Background: an optimization exercise with open tools, aiming at small area and a short achievable clock period. Do not read the settings as production practice.
The RTL was checked by simulation tests, not by an equivalence proof against the original design.

==> flow/design.v <==
module cpu_decoder(code, pc, opcode, regop1, regop2, immop1);
    localparam cpu_code_sz = 256;
    localparam cpu_pc_sz   =   8;
    localparam cpu_inst_opcode_sz = 5;
    localparam cpu_inst_regop_sz  = 3;
    localparam cpu_inst_immop_sz  = 8;
    localparam cpu_inst_opcode_imm =  0;
    localparam cpu_inst_opcode_out =  1;
    localparam cpu_inst_opcode_jmp =  2;
    localparam cpu_inst_opcode_imp =  3;
    localparam cpu_inst_opcode_jlt =  4;
    localparam cpu_inst_opcode_ilt =  5;
    localparam cpu_inst_opcode_jeq =  6;
    localparam cpu_inst_opcode_ieq =  7;
    localparam cpu_inst_opcode_jgt =  8;
    localparam cpu_inst_opcode_igt =  9;
    localparam cpu_inst_opcode_inc = 10;
    localparam cpu_inst_opcode_dec = 11;
    localparam cpu_inst_opcode_add = 12;
    localparam cpu_inst_opcode_sub = 13;
    localparam cpu_inst_opcode_mul = 14;
    localparam cpu_inst_opcode_div = 15;
    localparam cpu_inst_opcode_and = 16;
    localparam cpu_inst_opcode_or  = 17;
    localparam cpu_inst_opcode_xor = 18;
    localparam opsz = cpu_inst_opcode_sz;
    localparam rgsz = cpu_inst_regop_sz;
    localparam imsz = cpu_inst_immop_sz;
    input [cpu_code_sz - 1 : 0] code;
    input [cpu_pc_sz   - 1 : 0] pc;
    output wire [cpu_inst_opcode_sz - 1 : 0] opcode;
    output wire [cpu_inst_regop_sz  - 1 : 0] regop1, regop2;
    output wire [cpu_inst_immop_sz  - 1 : 0] immop1;
    wire [cpu_code_sz + 15 : 0] codex = {16'b0, code};
    wire [cpu_pc_sz : 0] pcx = {1'b0, pc};
    assign opcode = codex[pcx +: opsz];
    assign regop1 =
        opcode == cpu_inst_opcode_imm ? codex[pcx + opsz +: rgsz] :
        opcode == cpu_inst_opcode_out ? codex[pcx + opsz +: rgsz] :
        opcode == cpu_inst_opcode_imp ? codex[pcx + opsz +: rgsz] :
        opcode == cpu_inst_opcode_ilt ? codex[pcx + opsz +: rgsz] :
        opcode == cpu_inst_opcode_ieq ? codex[pcx + opsz +: rgsz] :
        opcode == cpu_inst_opcode_igt ? codex[pcx + opsz +: rgsz] :
        opcode == cpu_inst_opcode_inc ? codex[pcx + opsz +: rgsz] :
        opcode == cpu_inst_opcode_dec ? codex[pcx + opsz +: rgsz] :
        opcode == cpu_inst_opcode_add ? codex[pcx + opsz +: rgsz] :
        opcode == cpu_inst_opcode_sub ? codex[pcx + opsz +: rgsz] :
        opcode == cpu_inst_opcode_mul ? codex[pcx + opsz +: rgsz] :
        opcode == cpu_inst_opcode_div ? codex[pcx + opsz +: rgsz] :
        opcode == cpu_inst_opcode_and ? codex[pcx + opsz +: rgsz] :
        opcode == cpu_inst_opcode_or  ? codex[pcx + opsz +: rgsz] :
        opcode == cpu_inst_opcode_xor ? codex[pcx + opsz +: rgsz] :
        {rgsz{1'b0}};
    assign regop2 =
        opcode == cpu_inst_opcode_add ? codex[pcx + opsz + rgsz +: rgsz] :
        opcode == cpu_inst_opcode_sub ? codex[pcx + opsz + rgsz +: rgsz] :
        opcode == cpu_inst_opcode_mul ? codex[pcx + opsz + rgsz +: rgsz] :
        opcode == cpu_inst_opcode_div ? codex[pcx + opsz + rgsz +: rgsz] :
        opcode == cpu_inst_opcode_and ? codex[pcx + opsz + rgsz +: rgsz] :
        opcode == cpu_inst_opcode_or  ? codex[pcx + opsz + rgsz +: rgsz] :
        opcode == cpu_inst_opcode_xor ? codex[pcx + opsz + rgsz +: rgsz] :
        {rgsz{1'b0}};
    assign immop1 =
        opcode == cpu_inst_opcode_imm ? codex[pcx + opsz + rgsz +: imsz] :
        opcode == cpu_inst_opcode_jmp ? codex[pcx + opsz        +: imsz] :
        opcode == cpu_inst_opcode_jlt ? codex[pcx + opsz        +: imsz] :
        opcode == cpu_inst_opcode_jeq ? codex[pcx + opsz        +: imsz] :
        opcode == cpu_inst_opcode_jgt ? codex[pcx + opsz        +: imsz] :
        {imsz{1'b0}};
endmodule
module cpu_cpu(clk, reset, code, out);
    localparam cpu_code_sz = 256;
    localparam cpu_pc_sz   =   8;
    localparam cpu_reg_sz  =   8;
    localparam cpu_out_sz  =   8;
    localparam cpu_cmp_state_sz = 2;
    localparam cpu_cmp_state_lt = 0;
    localparam cpu_cmp_state_eq = 1;
    localparam cpu_cmp_state_gt = 2;
    localparam cpu_inst_opcode_sz = 5;
    localparam cpu_inst_regop_sz  = 3;
    localparam cpu_inst_immop_sz  = 8;
    localparam cpu_inst_opcode_imm =  0;
    localparam cpu_inst_opcode_out =  1;
    localparam cpu_inst_opcode_jmp =  2;
    localparam cpu_inst_opcode_imp =  3;
    localparam cpu_inst_opcode_jlt =  4;
    localparam cpu_inst_opcode_ilt =  5;
    localparam cpu_inst_opcode_jeq =  6;
    localparam cpu_inst_opcode_ieq =  7;
    localparam cpu_inst_opcode_jgt =  8;
    localparam cpu_inst_opcode_igt =  9;
    localparam cpu_inst_opcode_inc = 10;
    localparam cpu_inst_opcode_dec = 11;
    localparam cpu_inst_opcode_add = 12;
    localparam cpu_inst_opcode_sub = 13;
    localparam cpu_inst_opcode_mul = 14;
    localparam cpu_inst_opcode_div = 15;
    localparam cpu_inst_opcode_and = 16;
    localparam cpu_inst_opcode_or  = 17;
    localparam cpu_inst_opcode_xor = 18;
    localparam cpu_inst_sz_imm = cpu_inst_opcode_sz + cpu_inst_regop_sz + cpu_inst_immop_sz;
    localparam cpu_inst_sz_out = cpu_inst_opcode_sz + cpu_inst_regop_sz;
    localparam cpu_inst_sz_jmp = cpu_inst_opcode_sz + cpu_inst_immop_sz;
    localparam cpu_inst_sz_imp = cpu_inst_opcode_sz + cpu_inst_regop_sz;
    localparam cpu_inst_sz_jlt = cpu_inst_opcode_sz + cpu_inst_immop_sz;
    localparam cpu_inst_sz_ilt = cpu_inst_opcode_sz + cpu_inst_regop_sz;
    localparam cpu_inst_sz_jeq = cpu_inst_opcode_sz + cpu_inst_immop_sz;
    localparam cpu_inst_sz_ieq = cpu_inst_opcode_sz + cpu_inst_regop_sz;
    localparam cpu_inst_sz_jgt = cpu_inst_opcode_sz + cpu_inst_immop_sz;
    localparam cpu_inst_sz_igt = cpu_inst_opcode_sz + cpu_inst_regop_sz;
    localparam cpu_inst_sz_inc = cpu_inst_opcode_sz + cpu_inst_regop_sz;
    localparam cpu_inst_sz_dec = cpu_inst_opcode_sz + cpu_inst_regop_sz;
    localparam cpu_inst_sz_add = cpu_inst_opcode_sz + cpu_inst_regop_sz + cpu_inst_regop_sz;
    localparam cpu_inst_sz_sub = cpu_inst_opcode_sz + cpu_inst_regop_sz + cpu_inst_regop_sz;
    localparam cpu_inst_sz_mul = cpu_inst_opcode_sz + cpu_inst_regop_sz + cpu_inst_regop_sz;
    localparam cpu_inst_sz_div = cpu_inst_opcode_sz + cpu_inst_regop_sz + cpu_inst_regop_sz;
    localparam cpu_inst_sz_and = cpu_inst_opcode_sz + cpu_inst_regop_sz + cpu_inst_regop_sz;
    localparam cpu_inst_sz_or  = cpu_inst_opcode_sz + cpu_inst_regop_sz + cpu_inst_regop_sz;
    localparam cpu_inst_sz_xor = cpu_inst_opcode_sz + cpu_inst_regop_sz + cpu_inst_regop_sz;
    input clk, reset;
    input  [cpu_code_sz - 1 : 0] code;
    output reg [cpu_out_sz  - 1 : 0] out;
    reg [cpu_pc_sz        - 1 : 0] pc;
    reg [cpu_reg_sz       - 1 : 0] regs [ 0 : 7 ];
    reg [cpu_cmp_state_sz - 1 : 0] cmp_state;
    wire [cpu_inst_opcode_sz - 1 : 0] opcode;
    wire [cpu_inst_regop_sz  - 1 : 0] regop1, regop2;
    wire [cpu_inst_immop_sz  - 1 : 0] immop1;
    wire [cpu_reg_sz - 1 : 0] r1 = regs[regop1];
    wire [cpu_reg_sz - 1 : 0] r2 = regs[regop2];
    wire [cpu_reg_sz - 1 : 0] diff = r1 - r2;
    wire [cpu_reg_sz - 1 : 0] r2_after = (regop1 == regop2) ? diff : r2;
    cpu_decoder decoder(code, pc, opcode, regop1, regop2, immop1);
    always @(posedge clk)
    if (reset)
        pc <= 0;
    else
    case (opcode)
        cpu_inst_opcode_imm : begin
            regs[regop1] <= immop1;
            pc <= pc + cpu_inst_sz_imm;
        end
        cpu_inst_opcode_out : begin
            out <= r1;
            pc <= pc + cpu_inst_sz_out;
        end
        cpu_inst_opcode_jmp :
            pc <= immop1;
        cpu_inst_opcode_imp :
            pc <= r1;
        cpu_inst_opcode_jlt :
            if (cmp_state == cpu_cmp_state_lt) pc <= immop1;
            else pc <= pc + cpu_inst_sz_jlt;
        cpu_inst_opcode_ilt :
            if (cmp_state == cpu_cmp_state_lt) pc <= r1;
            else pc <= pc + cpu_inst_sz_ilt;
        cpu_inst_opcode_jeq :
            if (cmp_state == cpu_cmp_state_eq) pc <= immop1;
            else pc <= pc + cpu_inst_sz_jeq;
        cpu_inst_opcode_ieq :
            if (cmp_state == cpu_cmp_state_eq) pc <= r1;
            else pc <= pc + cpu_inst_sz_ieq;
        cpu_inst_opcode_jgt :
            if (cmp_state == cpu_cmp_state_gt) pc <= immop1;
            else pc <= pc + cpu_inst_sz_jgt;
        cpu_inst_opcode_igt :
            if (cmp_state == cpu_cmp_state_gt) pc <= r1;
            else pc <= pc + cpu_inst_sz_igt;
        cpu_inst_opcode_inc : begin
            regs[regop1] <= r1 + 1;
            pc <= pc + cpu_inst_sz_inc;
        end
        cpu_inst_opcode_dec : begin
            regs[regop1] <= r1 - 1;
            pc <= pc + cpu_inst_sz_dec;
        end
        cpu_inst_opcode_add : begin
            regs[regop1] <= r1 + r2;
            pc <= pc + cpu_inst_sz_add;
        end
        cpu_inst_opcode_sub : begin
            regs[regop1] <= diff;
            cmp_state    <= diff <  r2_after ? 0 :
                            diff == r2_after ? 1 :
                                               2 ;
            pc <= pc + cpu_inst_sz_sub;
        end
        cpu_inst_opcode_mul : begin
            regs[regop1] <= r1 * r2;
            pc <= pc + cpu_inst_sz_mul;
        end
        cpu_inst_opcode_div : begin
            regs[regop1] <= (r2 == 0) ? {cpu_reg_sz{1'b1}} : r1 / r2;
            pc <= pc + cpu_inst_sz_div;
        end
        cpu_inst_opcode_and : begin
            regs[regop1] <= r1 & r2;
            pc <= pc + cpu_inst_sz_and;
        end
        cpu_inst_opcode_or  : begin
            regs[regop1] <= r1 | r2;
            pc <= pc + cpu_inst_sz_or ;
        end
        cpu_inst_opcode_xor : begin
            regs[regop1] <= r1 ^ r2;
            pc <= pc + cpu_inst_sz_xor;
        end
        default : ;
    endcase
endmodule
==> flow/run.sh <==
#!/bin/bash
# synth_recipe.tcl (not shown) runs the flow's synth.tcl, then flattens the netlist and writes it again
# the make line also repeats each setting of config.mk as NAME=value (left out here)
make -C /OpenROAD-flow-scripts/flow DESIGN_CONFIG=/design/flow/config.mk WORK_HOME=/design/flow/orfs CLKGATE_MAP_FILE= SYNTH_SCRIPT=/design/flow/synth_recipe.tcl finish
==> flow/config.mk <==
export PLATFORM = sky130hd
export DESIGN_NAME = cpu_cpu
export DESIGN_NICKNAME = cpu_cpu
export VERILOG_FILES = /design/flow/design.v
export SDC_FILE = /design/flow/constraint.sdc
export NUM_CORES = 4
export LEC_CHECK = 0
export CAP_MARGIN = 20
export CORE_MARGIN = 2
export CORE_UTILIZATION = 40
export SLEW_MARGIN = 20
==> flow/constraint.sdc <==
create_clock -name core_clock -period 22.0 [get_ports {clk}]
set_input_delay 4.4000 -clock core_clock [delete_from_list [all_inputs] [get_ports {clk}]]
set_output_delay 4.4000 -clock core_clock [all_outputs]
set_load 0.01 [all_outputs]
==> reports/results.env <==
CRIT_PATH_FREQUENT_CELL='o21a_1'
SETUP_TOTAL_NEG_SLACK_PS=0
GRT_BUSIEST_LAYER='met2'
BOUNDARYPINS=266
CRITPATHMAXSTAGEDELAY_PS=820
TIMING.CRITICAL_PATH.SLOWEST_STAGE_CELL='clkdlybuf4s50_1'
YS_SEQ_AREA_SHARE_PCT=6.47
POST_DP_CELL_AREA_UM2=40300
GLOBAL_ROUTE.USAGE.MET3_PCT=20.8
USE_MET1_PCT=52.8
FINAL_ANTENNA_NET_COUNT=0
GRT.OVERFLOW.TOTAL=0
GROUTE.LAYER.MET2.USAGE_PCT=60.9
FLOW.AREA_GROWTH_FROM_SYNTHESIS_PCT=10.6
INITIAL_CORE_UTIL_PCT=40.3
FINAL_CELL_AREA_UM2=40700
YOSYS-TOP-CELLS-AREA='mux4_2, mux2i_1, edfxtp_1'
FINALHOLDVIOLATIONS=0
ROUTED_WL_MM=211
ASYNCSETRESETFLOPFRACSYNTH_PCT=0
POSTSYNTH.TOPFLOPCELL='edfxtp_1'
FINAL-MAX-SLEW-VIOLATION-COUNT=0
WORSTSETUPSTARTPOINTTYPE='input pin'
DR_TOTAL_VIAS=40029
REQUIRED_PS=22090
GRT_START_MAX_NET_PINS=145
WORSTSETUPENDPOINTTYPE='flop'
WORST_SLEW_SLACK_AS_A_FRACTION_OF_ITS_LIMIT_PCT=16.4
MULTI_INPUT_COMBINATIONAL_CELL_AREA_UM2=31900
CLK_PIN_SLEW_WORST_PATHS_PS=70
HOLD_CLASS='flop to flop'
VIASPERCELL=8.00
CP_MAX_FO=13
WORSTMARGINPINSLEW_PS=1250
REG_AREA_UM2=2400
CTS.PATH.MAX_BUFFERS=2
WL_PER_CELL_UM=42.1
SYNTH_SEQ_CELLS=82
YOSYS_WARNINGS=1
WORST-ENDPOINT-ARRIVAL_PS=20740
CRITICAL_PATH_CLASS='input pin to flop'
SYNTH_TOP_AREA_SHARE_PCT=35.8
SYN-CELL-AREA_UM2=36800
ANTENNA_FOUND_INITIAL=22
SYN-INSTANCE-COUNT=3735
DRT_ITER0_DRC=7663
GRT_SETUP_UNREPAIRED='false'
TRITONCTS_NUM_SINKS=82
HPWLAFTERDP_MM=154
NUMCTSBUFFERS=9
GRT_FIRST_PASS_WIRELENGTH_MM=294
GR-USAGE-ALL-LAYERS_PCT=43.3
NUMBER_OF_ENABLE_FLIP_FLOP_CELLS_AFTER_SYNTHESIS=74
FINAL.MIN_CLOCK_PERIOD_PS=20650
FIRST_GLOBAL_VIAS=37573
SYNTH_FP_NETS=4100
COUNT_OF_FILL_CELLS_ADDED_DURING_FILLER_INSERTION=8780
CLOCK_INSERTION_DELAY_WORST_SKEW_PS=370
DIE_WIDTH_UM=307
ROUTABILITYCONGESTION=1.12
LAYOUT.CORE_UTILIZATION_PCT=44.6
PERIOD_SHARE_PCT=93.9
NET_COUNT_OF_THE_FINISHED_LAYOUT=4163
NUM_ROWS=111
LAYOUT-DRIVE-GT1-SHARE_PCT=26.2
SETUP_VIOLATIONS=0
DRV.MAX_CAP_VIOLATION_COUNT=0
POST_SYNTH.CELL_AREA_AVG_UM2=9.86
DIE-HEIGHT_UM=307
POST_SYNTH_NUM_CELL_TYPES=131
POST-SYNTH-TOP-AREA-CELL='mux4_2'
CTS.HTREE.LEVELS=3
TIMING.FMAX_GHz=0.0484
DIE_AREA_UM2=94500
CORE-AREA_UM2=91400
IO_BUFFERS=265
DRC=0
CLOCK-ROOT-BUFFER='clkbuf_16'
DETAIL_ROUTE.FIRST_PASS.ITERATIONS=9
RUN_STATUS='finished clean'
CTS_TREE='built'
FINAL.SETUP_SKEW_PS=21.7
-- logic make-up after synthesis --
| kind of cell | after synthesis | synth area share, % |
|---|---|---|
| AOI/OAI and AO/OA | 882 | 17.4 |
| adders and majority gates | 107 | 3.92 |
| muxes | 1120 | 50.7 |
| xor gates and xnor gates | 53 | 1.42 |
| and+or+nand+nor | 994 | 12.9 |
| DFF | 82 | 6.47 |
| buffers and inverters | 497 | 7.27 |
-- cells in the mapped netlist, drive strengths merged, types with 22 or more instances --
library cell and count:
mux2 87, o21ai 138, ha 93, inv 75
buf 259, nor3 87, o21a 24, a221oi 22
o211ai 38, mux4 586, o22ai 61, xnor2 36
a211oi 52, nand4 22, nor2 314, a22oi 102
nand2 266, and2 33, edfxtp 74, nor4 23
mux2i 447, nand2b 42, nand3 69, a31oi 35
and3 26, nor2b 43, a21oi 167, clkbuf 160
-- cell usage in the layout (no fill, tap or decap), types with 25 or more instances in the layout --
cell type	instances
nor2b_1	41
mux2_2	76
a21oi_1	164
o21ai_0	121
mux2i_1	444
mux4_2	586
nand2_1	259
nor2_1	308
xnor2_1	31
nor3_1	86
inv_1	66
o22ai_1	60
o211ai_1	36
and3_1	25
buf_4	199
nand2b_1	42
edfxtp_1	74
nand3_1	69
a22oi_1	101
clkdlybuf4s50_1	261
and2_1	31
ha_1	92
a211oi_1	49
a31oi_1	34
-- flip-flops by register name (all words and copies together), names as in the netlist --
register and cells:
regs 64, pc 8, cmp_state 2, out 8
-- worst max-delay path, delay by kind of cell --
kind | cells | cell delay, ps
multiplexers | 5 | 1920
AO/OA/AOI/OAI | 33 | 6600
buffers and inverters | 2 | 880
adder cells (fa/ha/maj) | 7 | 1970
AND/OR/NAND/NOR | 27 | 4890
-- per-layer routing --
layer | routed length (um) | part of all wire, %
met1 | 71900 | 34
met3 | 35800 | 17
met5 | 206 | 0.098
met2 | 85300 | 40
met4 | 17400 | 8.3
-- final cells by class --
cell class	instances	share of cell area [%]
Antenna cell	16	0.0983
Sequential cell	82	5.90
Tap cell	1186	3.64
Clock inverter	6	0.157
Inverter	78	0.734
Multi-Input combinational cell	3156	78.4
Timing Repair Buffer	471	10.5
Clock buffer	10	0.562
-- worst paths after layout --
path	start	endpoint	slack, ps	cells past startpoint
max reg2reg	pc[1]$_SDFFE_PP0P_	regs[4][0]$_DFFE_PP_	3290	78
max	code[215]	regs[4][0]$_DFFE_PP_	1350	74
min reg2reg	pc[6]$_SDFFE_PP0P_	pc[6]$_SDFFE_PP0P_	660	2
min	pc[6]$_SDFFE_PP0P_	pc[6]$_SDFFE_PP0P_	660	2
-- per-stage QoR --
stage	worst slack, ps	hold WS, ps	std cells
floorplan	3430	708	3735
global placement	1200	670	4966
detailed placement	953	659	4966
CTS	1290	672	4982
global route	118	711	4992
finish	1350	657	5005
-- repair_timing --
item                       4_1_cts  5_1_grt
setup endpoints to repair        0        8
resized for setup                0       14
buffers inserted                 0        6
hold buffers                     0        0

-- static timing again, ports no longer ideal --
How much do the figures lean on ideal ports? The routed layout below was timed once more, with nothing changed but the port constraints. Step 1 (the two cells are an assumption about what drives the block):
set clk [get_ports {clk}]
set_driving_cell -lib_cell sky130_fd_sc_hd__clkbuf_16 $clk
set_driving_cell -lib_cell sky130_fd_sc_hd__buf_2 [delete_from_list [all_inputs] $clk]
Step 2 moves the port delays by t, midway between the first and last clock arrival at a register: inputs arrive t later, outputs are due t later. That takes back most of the time a late clock gives input paths. Three values: no drivers, after step 1, after step 2; two values: the first two.
shift t [ns]: 0.412
setup WS [ns]: 1.350 / 1.354 / 0.942
hold slack, ns: 0.657 / 0.657 / 0.657
cell pins on the clock port's net: 1
After both steps setup and hold are still met in this run. For this run, drivers alone change the setup slack by +0.004 ns; drivers and shift together by -0.408 ns.
